Context: an optimization exercise on an open-source flow, tuned for small area and a short achievable clock period. The choices shown serve that exercise and are no tape-out recipe.
Only simulation tests tie the RTL to the original design; equivalence was not proved.

## flow/design.v (module list and top-level ports; edited modules follow where they fit)
// module TRN_RMS: 381 lines
module TRN_RMS(
    input wire clk,
    input wire reset,
    input wire [19:0] data_in,
    output wire rms_tlast,
    output wire [39:0] result
);
  // ...
==> flow/flow/run.sh <==
#!/bin/bash
# Layout flow: the standard ORFS flow (standard.sh), with two changes:
#  - after the standard synthesis, the logic between the sample registers and
#    the squarer's carry-save registers (sq_s, sq_c) is replaced by the
#    hand-mapped tree in flow/tree.txt (flow/patch.py); registers are untouched;
#  - repair aims at a tighter setup margin, may resize across cell footprints,
#    and ports get buf_2 buffers.
set -euo pipefail
MARGIN=${MARGIN:-5.0}
R=$PWD/orfs/results/sky130hd/TRN_RMS/base
python3 - "$MARGIN" <<'PY'
import re, sys
s = open("standard.sh").read()
s2 = re.sub(r'SETUP_SLACK_MARGIN=\S+', 'SETUP_SLACK_MARGIN=' + sys.argv[1], s)
s2 = s2.replace('"${@:-finish}"', 'MATCH_CELL_FOOTPRINT=0 "${@:-finish}"')
assert s2.count('MATCH_CELL_FOOTPRINT=0') == 1 and 'SETUP_SLACK_MARGIN=' + sys.argv[1] in s2
open("my_standard.sh", "w").write(s2)
PY
export BUFFER_PORTS_ARGS="-buffer_cell sky130_fd_sc_hd__buf_2"
bash my_standard.sh "$R/1_2_yosys.v" > synth.log 2>&1
cp "$R/1_2_yosys.v" "$R/1_2_yosys_standard.v"
python3 flow/patch.py "$R/1_2_yosys_standard.v" flow/tree.txt "$R/1_2_yosys.v" > patch.log 2>&1
bash my_standard.sh > layout.log 2>&1
==> flow/flow/patch.py <==
#!/usr/bin/env python3
"""Replace the synthesized logic that feeds the registers named in a tree
file with the cells the tree file lists.  Registers are untouched.

usage: patch.py netlist.v tree.txt out.v
"""
import re, sys

src, treef, dst = sys.argv[1:4]
text = open(src).read()

cell_re = re.compile(r'^(\s*)(sky130_fd_sc_hd__\w+)\s+(\\\S+\s|\S+)\s*\((.*?)\);\n', re.S | re.M)
pin_re = re.compile(r'\.(\w+)\(\s*(\\\S+\s|[^()\s]+)\s*\)')
OUTPINS = {"X", "Y", "Q", "Q_N", "SUM", "COUT", "HI", "LO"}

cells = []
for m in cell_re.finditer(text):
    typ, inst, body = m.group(2), m.group(3).strip(), m.group(4)
    pins = {p: n.strip() for p, n in pin_re.findall(body)}
    cells.append({"typ": typ, "inst": inst, "pins": pins, "span": m.span()})

def is_ff(c):
    return "__df" in c["typ"]

drv, loads = {}, {}
for i, c in enumerate(cells):
    for p, n in c["pins"].items():
        if p in OUTPINS:
            assert n not in drv, "two drivers on " + n
            drv[n] = i
        else:
            loads.setdefault(n, []).append(i)

regs = {}
for i, c in enumerate(cells):
    if is_ff(c):
        name = re.sub(r'\$_.*$', '', c["inst"].lstrip("\\"))
        regs[name] = i

tree_cells, outs = [], []
for line in open(treef):
    f = line.split()
    if not f or f[0].startswith("#"):
        continue
    if f[0] == "CELL":
        tree_cells.append((f[1], f[2], dict(kv.split("=", 1) for kv in f[3:])))
    elif f[0] == "C":   # compact: C type pin=net ...
        tree_cells.append(("sky130_fd_sc_hd__" + f[1], "ti_%d" % len(tree_cells), dict(kv.split("=", 1) for kv in f[2:])))
    elif f[0] == "OUT":
        outs.append((f[1], f[2]))

def qnet(r):
    return cells[regs[r]]["pins"]["Q"]

rename = {}
roots = []
for r, net in outs:
    if r not in regs:
        sys.exit("patch: register %s not in netlist" % r)
    d = cells[regs[r]]["pins"]["D"]
    if net.startswith("reg:"):
        if d != qnet(net[4:]):
            sys.exit("patch: %s is not fed straight from %s" % (r, net[4:]))
        continue
    if net.startswith("port:"):
        if d != net[5:]:
            sys.exit("patch: %s is not fed straight from port %s" % (r, net[5:]))
        continue
    rename[net] = d
    roots.append(d)

# fan-in cone of the roots, up to registers and ports
cone = set()
stack = list(roots)
seen = set()
while stack:
    n = stack.pop()
    if n in seen:
        continue
    seen.add(n)
    i = drv.get(n)
    if i is None or is_ff(cells[i]):
        continue
    cone.add(i)
    for p, m in cells[i]["pins"].items():
        if p not in OUTPINS:
            stack.append(m)
# keep cone cells whose outputs are used outside the cone
rootset = set(roots)
changed = True
while changed:
    changed = False
    for i in list(cone):
        for p, n in cells[i]["pins"].items():
            if p in OUTPINS:
                users = loads.get(n, [])
                ext = [u for u in users if u not in cone and not (is_ff(cells[u]) and cells[u]["pins"].get("D") == n and n in rootset)]
                port = re.match(r'^(result|rms_tlast)\b', n) is not None
                if ext or port:
                    cone.discard(i)
                    changed = True
                    break
# anything still in the cone that feeds a kept cell must stay too
changed = True
while changed:
    changed = False
    for i in list(cone):
        for p, n in cells[i]["pins"].items():
            if p in OUTPINS and any(u not in cone and not is_ff(cells[u]) for u in loads.get(n, [])):
                cone.discard(i)
                changed = True

# nets the new cells use
def net_of(n):
    if n.startswith("reg:"):
        return qnet(n[4:])
    if n.startswith("port:"):
        return n[5:]
    return rename.get(n, "tn_" + n)

for i in cone:
    for p, n in cells[i]["pins"].items():
        if p in OUTPINS and n in rootset:
            pass
new_wires = set()
out = []
for typ, inst, pins in tree_cells:
    conn = []
    for p, n in pins.items():
        m = net_of(n)
        if m.startswith("tn_"):
            new_wires.add(m)
        conn.append("    .%s(%s)" % (p, m + " " if m.startswith("\\") else m))
    out.append("  %s %s (\n%s\n  );\n" % (typ, inst, ",\n".join(conn)))

# every root must now be driven by exactly one new cell
driven = {}
for typ, inst, pins in tree_cells:
    for p, n in pins.items():
        if p in OUTPINS:
            driven[net_of(n)] = driven.get(net_of(n), 0) + 1
for r in roots:
    if driven.get(r) != 1:
        sys.exit("patch: root %s driven %s times" % (r, driven.get(r)))
    i = drv.get(r)
    if i is not None and i not in cone:
        sys.exit("patch: root %s still driven by kept cell %s" % (r, cells[i]["inst"]))

pieces, last = [], 0
for i in sorted(cone, key=lambda i: cells[i]["span"][0]):
    a, b = cells[i]["span"]
    pieces.append(text[last:a])
    last = b
pieces.append(text[last:])
body = "".join(pieces)
decl = "".join("  wire %s;\n" % w for w in sorted(new_wires))
k = body.rindex("endmodule")
body = body[:k] + decl + "".join(out) + body[k:]
open(dst, "w").write(body)
sys.stderr.write("patch: removed %d cells, added %d cells\n" % (len(cone), len(tree_cells)))
==> flow/standard.sh <==
#!/bin/bash
# synth_recipe.tcl (not shown) runs the flow's synth.tcl, then flattens the netlist and writes it again
# the make line also repeats each setting of config.mk as NAME=value (left out here)
make -C /OpenROAD-flow-scripts/flow DESIGN_CONFIG=/design/flow/config.mk WORK_HOME=/design/flow/orfs CLKGATE_MAP_FILE= SYNTH_SCRIPT=/design/flow/synth_recipe.tcl "${@:-finish}"
==> flow/config.mk <==
export PLATFORM = sky130hd
export DESIGN_NAME = TRN_RMS
export DESIGN_NICKNAME = TRN_RMS
export VERILOG_FILES = /design/flow/design.v
export SDC_FILE = /design/flow/constraint.sdc
export NUM_CORES = 4
export LEC_CHECK = 0
export CAP_MARGIN = 20
export CORE_MARGIN = 2
export CORE_UTILIZATION = 40
export SETUP_SLACK_MARGIN = 5
export SLEW_MARGIN = 20
export TNS_END_PERCENT = 100
==> flow/constraint.sdc <==
create_clock -name core_clock -period 8.0 [get_ports {clk}]
set_input_delay 1.6000 -clock core_clock [delete_from_list [all_inputs] [get_ports {clk}]]
set_output_delay 1.6000 -clock core_clock [all_outputs]
set_load 0.01 [all_outputs]
Not shown: flow/flow/tree.txt
==> results.cfg, run 1 <==
[status]
status = no timing/DRC/antenna violations

[die]
nWellTaps = 330

[cells_and_area]
seq_cells = 144
largest_cell_class = multi-input gates
largestRegisters = acc (45), sq_s (37), sq_c (34)
final_area_um2 = 11700
final_common_cell = nor2_1
n_all_inverters = 162
n_all_buffers = 92
multi_input_area_share_pct = 54.9
multi_input_area_um2 = 6450
num_antenna_cells = 0
seq_area_um2 = 3050

[clock_network]
clkLatencyLatePin_ns = 0.43
htreeDepth = 4

[place]
place_area_um2 = 10700
dp_hpwl_mm = 15.7

[hold_path]
min_path_type = reg2reg

[critical_path]
crit_path_cell_trace = inv_4 > nor2_1 > fa_2 > fa_2 > fa_2 > fa_1 > fa_1
path_max_fanout = 7
critical_path.top_delay_family = adder cells
critical-path-max-stage-delay_ns = 0.51

[flow_run]
drv_cap = 0

[sta]
fin_skew_ns = 0.0105
min_period_ns = 2.95
hold_viol_final = 0

[grt]
grt_pass1_wl_mm = 34.8
use_met1_pct = 22.4
grt_use_met2_pct = 26.8

[route]
wire_per_inst_um = 13.0
drc_errors = 0
antenna_left = 0

[logic_synthesis]
yosysWarningCount = 1
==> inputs of run 2 (changes only) <==
--- a/flow/config.mk
+++ b/flow/config.mk
@@ -10,2 +10,3 @@
 export CORE_UTILIZATION = 40
+export CTS_BUF_LIST = sky130_fd_sc_hd__clkbuf_8
 export SETUP_SLACK_MARGIN = 5
==> run 2 against run 1 <==
Still clean. Worst setup slack got worse by 0.013 ns. Via count fell by 0.55%. Critical path depth did not move. Hold slack improved by 0.0061 ns. Wire length fell by 0.13%. Critical endpoint is now sq_c[18]. Cell area fell by 1.6%. Core utilization fell by 0.73 points.
==> results.cfg, run 2 <==
[route]
viasPerCell = 4.58
wire_per_inst_um = 13.0
drtIter0Drc = 329
postRouteWirelength_mm = 20.4
drc_errors = 0
antenna_left = 0
routed-via-count = 7185
first_pass_iters = 5

[place]
dp_hpwl_mm = 15.7
place.gp.congestion = 0.834
io_buffers = 60
place_area_um2 = 10700
pre_cts_slack_ns = 4.75

[sta]
setup-violations-final = 0
fin_skew_ns = 0.0140
rsz0062_at_grt = true
worst_slack_ns = 5.04
tightestPinTransition_ns = 1.06
tns_ns = 0
maxSlewViolCount = 0
hold_ws_ns = 0.353
finalCritPeriodShare_pct = 37.0
hold_viol_final = 0
clock.fmax_mhz = 338
min_period_ns = 2.96
slew_headroom_pct = 29.2

[flow_run]
drv_cap = 0

[status]
status = no timing/DRC/antenna violations

[critical_path]
worstSetupPathType = reg2reg
crit_arrival_ns = 3.31
worstPathRequired_ns = 8.34
end_kind = register
worstSetupStartpointType = register
path_max_fanout = 4

[die]
core_um2 = 25300
fp-row-count = 58
ios = 63
dieArea_um2 = 27000
chipWidth_um = 164
start_util_pct = 40.8
die_y_um = 164

[clock_network]
cts_buffer_depth = 2
cts.sinks = 144
clkLatencyLatePin_ns = 0.46
clkSlewWorstSetupHoldPaths_ns = 0.09
hold_buffers = 0
cts_tree = done
htreeDepth = 4
cts_buffers = 17
cts-root-buf = clkbuf_8

[cells_and_area]
largest_reg_flops = 45
post-route-util_pct = 45.7
layout_common_cells = 324 x nor2_1, 138 x fa_1, 116 x dfxtp_1
nets = 1422
largestRegisters = acc (45), sq_s (37), sq_c (34)
largest_register = acc
syn_to_final_growth_pct = 12.2
final_common_cell = nor2_1
final_area_um2 = 11600
drive_gt1_share_pct = 18.6
num_antenna_cells = 0

[logic_synthesis]
yosysWarningCount = 1
avgSynthCellArea_um2 = 8.92
synth_area_um2 = 10300
synthCells = 1154

[hold_path]
min_path_type = reg2reg

[grt]
grt_usage_pct = 16.2
grt-ovfl-total = 0
grt_pass1_wl_mm = 34.5
antenna_found_initial = 0
grt_pass1_vias = 7246
grt_max_degree = 46
run 2: cell type report:
type,instances,area (um2)
Fill cell,2470,13700
Sequential cell,144,3050
Multi-Input combinational cell,809,6460
Clock buffer,18,248
Tap cell,330,413
Clock inverter,14,156
Timing Repair Buffer,93,577
Inverter,162,651
run 2: per-stage QoR:
| stage | instances |
|---|---|
| global placement | 1508 |
| global route | 1570 |
| CTS | 1560 |
| floorplan | 1155 |
| finish | 1570 |
| detailed placement | 1508 |
run 2: metal layers:
metal | vias to the layer above | GRT usage [%] | share of wire, %
met4 | 0 | 3.68 | 1.2
met3 | 15 | 3.47 | 3.7
met1 | 3483 | 22.2 | 47
met5 | - | 0 | 0
met2 | 118 | 26.5 | 48
li1 | 3569 | - | -
run 2: path summary, 6_finish.rpt:
check                           slack [ns]        to   from  cells after the start
worst min register to register        0.35  sq_s[36]    a19                      0
worst min-delay path                  0.35  sq_s[36]    a19                      0
worst max register to register        5.04  sq_c[18]   u[2]                      7
max in group asynchronous             6.35     u[18]  reset                      2
worst max-delay path                  5.04  sq_c[18]   u[2]                      7
min in group asynchronous             1.20      u[2]  reset                      2
run 2: worst max-delay path: stages (launching register included):
cell and delay (ns):
dfrtp_2 0.47, inv_4 0.07, nor2_2 0.14, fa_2 0.48
fa_2 0.40, fa_1 0.38, fa_1 0.51, fa_1 0.41
run 2: what timing repair did:
item | 4_1_cts | 5_1_grt
pin swaps | 5 | 11
gates resized for setup | 42 | 23
setup endpoints to repair | 22 | 23
buffers inserted | 20 | 10

==> port drivers added, routing unchanged <==
Ports are ideal in the flow. The routed layouts listed here were re-timed in OpenROAD. Step 1, drivers: a clkbuf_16 drives clk and a buf_2 each remaining input, both assumed. Step 2 times the ports against the registers' clock, not the clock port: input delays grow and output delays shrink by t, the midpoint of the rising clock arrivals with the driver on. Three values: ideal, step 1, step 2; two values: the first two.
run	shift t [ns]	slack for setup (ns)	worst slew at a driven data input, ns
run 1	0.476	5.051 / 5.051 / 4.763	0.04
run 2	0.495	5.039 / 5.039 / 4.763	0.04
After both steps setup and hold are still met in every run listed. The setup slack of run 1, which loses most, moves by 0.000 ns with the drivers and by -0.288 ns with both steps.
